Background: an optimization exercise with open tools, aiming at small area, a short achievable clock period and few clock cycles per item. Do not read the settings as production practice. Function was checked by simulation only, so behaviour that the tests miss may differ from the original.

## div
module div
#(
  parameter XLEN = 32,
  localparam integer NUM_ROB_ENTRIES = 32,
  localparam integer ARCH_REG_IDX    = 4,
  localparam integer PHYS_REG_IDX    = 5
)(
  input  logic clk,
  input  logic rst,
  input  logic        req_valid,
  output logic        req_ready,
  input  logic [XLEN-1:0] op_a,
  input  logic [XLEN-1:0] op_b,
  input  logic [ARCH_REG_IDX:0] rd_arch,
  input  logic [PHYS_REG_IDX:0] pd_phys,
  input  logic [$clog2(NUM_ROB_ENTRIES)-1:0] rob_idx,
  input  logic        dest_we,
  input  logic [2:0]    sub_op,
  output logic        resp_valid,
  input  logic        resp_ready,
  output logic [XLEN-1:0] resp_value,
  output logic [ARCH_REG_IDX:0] resp_rd,
  output logic [PHYS_REG_IDX:0] resp_pd,
  output logic [$clog2(NUM_ROB_ENTRIES)-1:0] resp_rob_idx,
  output logic        resp_dest_we
);
  localparam integer K  = 4;                   
  localparam integer NM = (XLEN + K - 1) / K;  
  localparam integer AW = K * NM;              
  localparam integer CW = $clog2(NM);
  localparam integer TW = ARCH_REG_IDX + 1 + PHYS_REG_IDX + 1 + $clog2(NUM_ROB_ENTRIES) + 1;
  logic            busy_q, first_q, one_q, endc_q;
  logic [CW-1:0]   cnt_q;               
  logic            isrem_q, sa_q, sb_q;
  logic [XLEN-1:0] p_q;                 
  logic [AW-1:0]   a_q;                 
  logic [XLEN-1:0] d_q;                 
  logic [TW-1:0]   tag_q;
  logic            ov_q;
  logic [XLEN-1:0] oval_q;
  ...
For scale: roughly 190 flip-flops.
==> flow/config.mk <==
export PLATFORM = sky130hd
export DESIGN_NAME = div
export DESIGN_NICKNAME = div
export VERILOG_FILES = /design/flow/design.v
export SDC_FILE = /design/flow/constraint.sdc
export NUM_CORES = 4
export LEC_CHECK = 0
export ABC_AREA = 1
export CAP_MARGIN = 20
export CORE_MARGIN = 2
export CORE_UTILIZATION = 55
export SLEW_MARGIN = 20
==> flow/constraint.sdc <==
create_clock -name core_clock -period 200.0 [get_ports {clk}]
set_input_delay 40.0000 -clock core_clock [delete_from_list [all_inputs] [get_ports {clk}]]
set_output_delay 40.0000 -clock core_clock [all_outputs]
set_load 0.01 [all_outputs]
standard.sh (not shown) runs the stock make flow with config.mk's settings and CLKGATE_MAP_FILE= SYNTH_SCRIPT=/design/flow/synth_recipe.tcl, a recipe that flattens the netlist after the stock synthesis.
==> flow/flow/run.sh <==
#!/bin/bash
# The standard layout flow (standard.sh), unchanged except for two
# settings it reads from the environment:
#  - SETUP_SLACK_MARGIN: the resizer's repair_timing keeps this much setup
#    slack. With the design's 200 ns clock the standard flow never works on
#    the input and output paths that set the achieved period.
#  - BUFFER_PORTS_ARGS: every input and output port still gets its buffer,
#    a plain buf_1 (later resized as needed) instead of the larger delay
#    buffer the resizer picks by default.
# The clock period and the timing constraints stay those of the design.
set -o pipefail
export SETUP_SLACK_MARGIN=158.1
export BUFFER_PORTS_ARGS="-buffer_cell sky130_fd_sc_hd__buf_1"
bash standard.sh > standard.log 2>&1
Testbench counts at the start, summed over its fixed seeds: cycles 6,524, ops 3,200.
Edit:
CTS_BUF_LIST = sky130_fd_sc_hd__clkbuf_8 sky130_fd_sc_hd__clkbuf_16   (was unset)
Clock skew does not change.
Critical path depth is unchanged.
Setup slack is unchanged.
Global-route usage stays the same.
Edit:
CTS_BUF_LIST = unset   (was sky130_fd_sc_hd__clkbuf_8 sky130_fd_sc_hd__clkbuf_16)
CTS_CLUSTER_DIAMETER = 200   (was unset)
CTS_CLUSTER_SIZE = 30   (was unset)
Effect:
- The changed run passed the timing, DRC and antenna checks
- fmax stays the same
- final area is unchanged
- synthesized area stays the same
- global-route usage does not change
- routed wire length stays the same
- non-clock buffer count stays the same
- via count stays the same
- final cell count stays the same


The RTL this note starts from:
==> flow/design.v <==
module div_steps #(
  parameter WIDTH  = 32,
  parameter AW     = 32,
  parameter K      = 4,
  parameter RIPPLE = 0
)(
  input  logic [WIDTH-1:0] p_i,
  input  logic [AW-1:0]    a_i,
  input  logic [WIDTH-1:0] d_i,
  input  logic             cin,
  output logic [WIDTH-1:0] p_o,
  output logic [AW-1:0]    a_o
);
  logic [WIDTH-1:0] pp [K+1];
  logic [AW-1:0]    aa [K+1];
  assign pp[0] = p_i;
  assign aa[0] = a_i;
  for (genvar i = 0; i < K; i++) begin : g_step
    logic [WIDTH:0]   t;
    logic [WIDTH+1:0] s;
    assign t = {pp[i], aa[i][AW-1]};
    if (RIPPLE[i]) begin : g_rc
      logic [WIDTH:0] c;
      assign c[0] = cin;
      assign s[0] = 1'b0;
      for (genvar j = 0; j < WIDTH; j++) begin : g_bit
        assign s[j+1] = t[j] ^ d_i[j] ^ c[j];
        assign c[j+1] = (t[j] & d_i[j]) | (t[j] & c[j]) | (d_i[j] & c[j]);
      end
      assign s[WIDTH+1] = !(t[WIDTH] ^ c[WIDTH]);
    end else begin : g_bk
      assign s = {t, 1'b1} + {1'b1, d_i, cin};
    end
    assign aa[i+1] = {aa[i][AW-2:0], !s[WIDTH+1]};
    assign pp[i+1] = s[WIDTH+1] ? t[WIDTH-1:0] : s[WIDTH:1];
  end
  assign p_o = pp[K];
  assign a_o = aa[K];
endmodule
module div
#(
  parameter XLEN = 32,
  localparam integer NUM_ROB_ENTRIES = 32,
  localparam integer ARCH_REG_IDX    = 4,
  localparam integer PHYS_REG_IDX    = 5
)(
  input  logic clk,
  input  logic rst,
  input  logic        req_valid,
  output logic        req_ready,
  input  logic [XLEN-1:0] op_a,
  input  logic [XLEN-1:0] op_b,
  input  logic [ARCH_REG_IDX:0] rd_arch,
  input  logic [PHYS_REG_IDX:0] pd_phys,
  input  logic [$clog2(NUM_ROB_ENTRIES)-1:0] rob_idx,
  input  logic        dest_we,
  input  logic [2:0]    sub_op,
  output logic        resp_valid,
  input  logic        resp_ready,
  output logic [XLEN-1:0] resp_value,
  output logic [ARCH_REG_IDX:0] resp_rd,
  output logic [PHYS_REG_IDX:0] resp_pd,
  output logic [$clog2(NUM_ROB_ENTRIES)-1:0] resp_rob_idx,
  output logic        resp_dest_we
);
  localparam integer K  = 8;                   
  localparam integer NM = (XLEN + K - 1) / K;  
  localparam integer AW = K * NM;              
  localparam integer CW = $clog2(NM);
  localparam integer TW = ARCH_REG_IDX + 1 + PHYS_REG_IDX + 1 + $clog2(NUM_ROB_ENTRIES) + 1;
  logic            busy_q, first_q, one_q, endc_q;
  logic [CW-1:0]   cnt_q;               
  logic            isrem_q, sa_q, sb_q;
  logic [XLEN-1:0] p_q;                 
  logic [AW-1:0]   a_q;                 
  logic [XLEN-1:0] d_q;                 
  logic [TW-1:0]   tag_q;
  logic            ov_q;
  logic [XLEN-1:0] oval_q;
  logic [TW-1:0]   otag_q;
  logic            pv_q;
  logic [TW-1:0]   ptag_q;
  wire last_c   = first_q ? one_q : endc_q;
  wire last     = busy_q && last_c;
  wire finish   = last && !pv_q;
  logic rx_q, ry_q;
  assign req_ready = rx_q || (ry_q && one_q);
  wire take     = req_valid && req_ready;
  wire step     = busy_q && !last_c && !pv_q;
  wire out_free = !ov_q || resp_ready;
  wire to_pend  = finish && !out_free;
  wire load_out = out_free && (finish || pv_q);
  function automatic logic [5:0] clz32(input logic [XLEN-1:0] x);
    logic [15:0] z1; logic [15:0]      c1;
    logic [7:0]  z2; logic [7:0][1:0]  c2;
    logic [3:0]  z3; logic [3:0][2:0]  c3;
    logic [1:0]  z4; logic [1:0][3:0]  c4;
    logic        z5; logic [4:0]       c5;
    for (integer g = 0; g < 16; g++) begin
      z1[g] = !x[2*g+1] && !x[2*g];
      c1[g] = !x[2*g+1];
    end
    for (integer g = 0; g < 8; g++) begin
      z2[g] = z1[2*g+1] && z1[2*g];
      c2[g] = z1[2*g+1] ? {1'b1, c1[2*g]} : {1'b0, c1[2*g+1]};
    end
    for (integer g = 0; g < 4; g++) begin
      z3[g] = z2[2*g+1] && z2[2*g];
      c3[g] = z2[2*g+1] ? {1'b1, c2[2*g]} : {1'b0, c2[2*g+1]};
    end
    for (integer g = 0; g < 2; g++) begin
      z4[g] = z3[2*g+1] && z3[2*g];
      c4[g] = z3[2*g+1] ? {1'b1, c3[2*g]} : {1'b0, c3[2*g+1]};
    end
    z5 = z4[1] && z4[0];
    c5 = z4[1] ? {1'b1, c4[0]} : {1'b0, c4[1]};
    clz32 = z5 ? 6'd32 : {1'b0, c5};
  endfunction
  function automatic logic above(input logic [XLEN-1:0] x, input logic [XLEN-1:0] y);
    logic [XLEN-1:0] f, zx, zy;    
    f  = x & ~y;
    zx = ~x;
    zy = ~y;
    for (integer w = 1; w < XLEN; w = w * 2)
      for (integer g = 0; g < XLEN; g = g + 2 * w) begin
        f[g]  = f[g + w] | (zx[g + w] & zy[g + w] & f[g]);
        zx[g] = zx[g + w] & zx[g];
        zy[g] = zy[g + w] & zy[g];
      end
    above = f[0];
  endfunction
  wire sgn   = !sub_op[0];
  wire in_sa = sgn && op_a[XLEN-1];
  wire in_sb = sgn && op_b[XLEN-1];
  wire [XLEN-1:0] in_u = in_sa ? (~op_a >> (K - 1)) : (op_a >> K);
  wire in_one = above(op_b ^ {XLEN{in_sb}}, in_u);
  logic [XLEN-1:0] ma;
  always_comb begin
    logic any_a;
    any_a = 1'b0;
    for (integer i = 0; i < XLEN; i++) begin
      ma[i] = a_q[i] ^ (sa_q && any_a);
      any_a = any_a | a_q[i];
    end
  end
  wire [5:0] cza = clz32(ma);
  wire [5:0] czb = clz32(~d_q);         
  wire [6:0] n_off = {1'b0, czb} + 7'(XLEN + 1) - {1'b0, cza};
  logic [CW-1:0] m1;    
  always_comb begin
    if (one_q)                    m1 = '0;
    else if (czb == 6'd32)        m1 = CW'(NM-1);
    else if (n_off >= 7'(XLEN + K*(NM-1) + 1)) m1 = CW'(NM-1);
    else if (n_off <= 7'(XLEN + 2*K)) m1 = CW'(1);
    else                          m1 = CW'((n_off - 7'(XLEN + 1)) / K);
  end
  logic [XLEN-1:0] p_s;
  logic [AW-1:0]   a_s;
  always_comb begin
    logic [XLEN+AW-1:0] w;
    w = {{AW{1'b0}}, ma} << (AW - K*(m1+1));
    if (first_q) begin
      p_s = w[XLEN+AW-1:AW];
      a_s = w[AW-1:0];
    end else begin
      p_s = p_q;
      a_s = a_q;
    end
  end
  logic [XLEN-1:0] p_n;
  logic [AW-1:0]   a_n;
  div_steps #(.WIDTH(XLEN), .AW(AW), .K(K), .RIPPLE(0)) U_steps (
    .p_i(p_s), .a_i(a_s), .d_i(d_q), .cin(!sb_q), .p_o(p_n), .a_o(a_n)
  );
  wire div0 = !sb_q && (&d_q);
  wire neg  = isrem_q ? sa_q : (sa_q ^ sb_q) && !div0;
  wire [XLEN-1:0] res  = isrem_q ? p_n : a_n[XLEN-1:0];
  wire [XLEN-1:0] fres = neg ? -res : res;
  wire [CW-1:0] cnt_n = first_q ? m1 - 1'b1 : cnt_q - 1'b1;
  always_ff @(posedge clk) begin
    if (rst) begin
      busy_q <= 1'b0;
      ov_q   <= 1'b0;
      pv_q   <= 1'b0;
    end else begin
      if (take)
        busy_q <= 1'b1;
      else if (finish)
        busy_q <= 1'b0;
      if (load_out)
        ov_q <= 1'b1;
      else if (resp_ready)
        ov_q <= 1'b0;
      if (to_pend)
        pv_q <= 1'b1;
      else if (out_free)
        pv_q <= 1'b0;
    end
  end
  wire busy_d  = take || (busy_q && !finish);
  wire first_d = req_ready || (first_q && !step);
  wire endc_d  = step ? (cnt_n == '0) : endc_q;
  wire pv_d    = to_pend || (pv_q && !out_free);
  always_ff @(posedge clk) begin
    if (rst) begin
      rx_q <= 1'b1;
      ry_q <= 1'b0;
    end else begin
      rx_q <= !busy_d || (!first_d && endc_d && !pv_d);
      ry_q <= first_d && !pv_d;
    end
  end
  always_ff @(posedge clk) begin
    if (req_ready) begin
      first_q <= 1'b1;
      one_q   <= in_one;
      isrem_q <= sub_op[1];
      sa_q    <= in_sa;
      sb_q    <= in_sb;
      a_q     <= AW'(op_a);
      d_q     <= op_b ^ {XLEN{!in_sb}};
      tag_q   <= {rd_arch, pd_phys, rob_idx, dest_we};
    end else if (step) begin
      first_q <= 1'b0;
      cnt_q   <= cnt_n;
      endc_q  <= (cnt_n == '0);
      a_q     <= a_n;
    end
    if (finish) begin
      p_q     <= fres;
      ptag_q  <= tag_q;
    end else if (step)
      p_q     <= p_n;
    if (load_out) begin
      oval_q  <= pv_q ? p_q : fres;
      otag_q  <= pv_q ? ptag_q : tag_q;
    end
  end
  assign resp_valid = ov_q;
  assign resp_value = oval_q;
  assign {resp_rd, resp_pd, resp_rob_idx, resp_dest_we} = otag_q;
endmodule
Settings: LEC_CHECK=0, ABC_AREA=1, CAP_MARGIN=20, CORE_MARGIN=2, CORE_UTILIZATION=40, SLEW_MARGIN=20; clock period 200.0 ns.
==> flow/flow/run.sh <==
#!/bin/bash
set -o pipefail
export SETUP_SLACK_MARGIN=157.8
bash standard.sh > standard.log 2>&1
Testbench counts at the start, summed over its fixed seeds: cycles 4,737, ops 3,200.
Edit:
==> flow/flow/run.sh (replaced) <==
#!/bin/bash
# The standard layout flow (standard.sh), unchanged except for two
# settings it reads from the environment:
#  - SETUP_SLACK_MARGIN: the resizer's repair_timing keeps this much setup
#    slack. With the design's 200 ns clock the standard flow never works on
#    the input and output paths that set the achieved period.
#  - BUFFER_PORTS_ARGS: every input and output port still gets its buffer,
#    a plain buf_1 (later resized as needed) instead of the larger delay
#    buffer the resizer picks by default.
# The clock period and the timing constraints stay those of the design.
set -o pipefail
export SETUP_SLACK_MARGIN=158.1
export BUFFER_PORTS_ARGS="-buffer_cell sky130_fd_sc_hd__buf_1"
bash standard.sh > standard.log 2>&1
Settings changed: CORE_UTILIZATION 40 to 70, GPL_TIMING_DRIVEN set to 0, PLACE_DENSITY set to 0.78.
- fmax falls by 0.35%
- register-to-register slack gets worse by 1500 ps
- setup slack degrades by 150 ps
Edit:
Settings changed: GPL_TIMING_DRIVEN 0 to unset.
After rerunning:
- non-clock buffer count came out lower by 78
- clock skew hardly moves
- setup slack gets better by 120 ps
- routed wire length is lower by roughly a tenth
- global-route usage goes down by 5.2 points
- count of clock-buffer cells in the layout stays the same
- cell count is lower slightly
- area after synthesis stays the same
- critical path depth fell by 1
Edit:
==> flow/flow/run.sh (replaced) <==
#!/bin/bash
set -o pipefail
export SETUP_SLACK_MARGIN=158.4
bash standard.sh > standard.log 2>&1
Settings changed: CORE_UTILIZATION 70 to 40, PLACE_DENSITY 0.78 to unset.
After rerunning: The new run ran to the end with no violations. Worst setup slack improved by 210 ps. Count of clock-buffer cells in the layout stays the same. Design area grows by 5.6%. First-iteration DRC count shrinks by 29%. Via count shrinks by 5.1%. Routed wire length grows by 9.9%. Cell count grows by 8.4%.
Edit:
Settings changed: CORE_UTILIZATION 40 to 55.
Outcome: The new run went through all stages and came out clean; final cell count came out lower by 4.7%; wire length drops by 5.0%; worst hold slack gains 13 ps; first-iteration DRC count grows by 10%; setup slack is worse by 37 ps; final area fell by 1.4%; register-to-register slack improves by 870 ps; global-route usage went up by 9.3 points.
Edit:
==> flow/run.sh (new file) <==
#!/bin/bash
# synth_recipe.tcl (not shown) runs the flow's synth.tcl, then flattens the netlist and writes it again
# the make line also repeats each setting of config.mk as NAME=value (left out here)
make -C /OpenROAD-flow-scripts/flow DESIGN_CONFIG=/design/flow/config.mk WORK_HOME=/design/flow/orfs CLKGATE_MAP_FILE= SYNTH_SCRIPT=/design/flow/synth_recipe.tcl finish
Settings changed: CORE_UTILIZATION 55 to 40.
removed: flow/flow/run.sh
removed: flow/standard.sh
Effect:
- die area grows by 37%
- worst setup slack degrades by 880 ps
- utilization shrinks by 16 points
- worst hold slack degrades by 7.5 ps
- clock skew barely changes
- global-route usage shrinks by 9.8 points
- clock-buffer cell count does not change

-- port drivers added, routing unchanged --
The results above use ideal ports. As a check the final layouts listed here were re-extracted and re-timed, cells and wires unchanged. Step 1: set_driving_cell puts a clkbuf_16 on clk and a buf_2 on each other input, an assumption about the parent block. Step 2 moves the port delays by t, midway between the first and last clock arrival at a register: inputs arrive t later, outputs are due t later. That takes back most of the time a late clock gives input paths. a / b / c = no drivers / after step 1 / after step 2; a / b = the first two.
run	t, ns	setup slack, ns	worst register clock-pin slew, ns	worst slew at a driven data input, ns
the first run of note 1	0.533	158.168 / 158.110 / 157.694	0.10 / 0.10	0.04
the second run of note 1	0.533	158.168 / 158.110 / 157.694	0.10 / 0.10	0.04
the third run of note 1	0.533	158.168 / 158.110 / 157.694	0.10 / 0.10	0.04
the first run of note 2	0.522	157.915 / 157.908 / 157.426	0.10 / 0.10	0.08
the second run of note 2	0.524	157.768 / 157.773 / 157.249	0.09 / 0.09	0.06
the third run of note 2	0.506	157.889 / 157.904 / 157.398	0.09 / 0.09	0.05
the fourth run of note 2	0.527	158.102 / 158.099 / 157.572	0.10 / 0.10	0.08
the fifth run of note 2	0.514	158.065 / 158.066 / 157.552	0.09 / 0.09	0.07
the sixth run of note 2	0.522	157.186 / 157.211 / 156.689	0.09 / 0.09	0.08
After both steps every run listed still meets setup and hold. The setup slack of the fourth run of note 2, which loses most, moves by -0.003 ns with the drivers and by -0.530 ns with both steps.
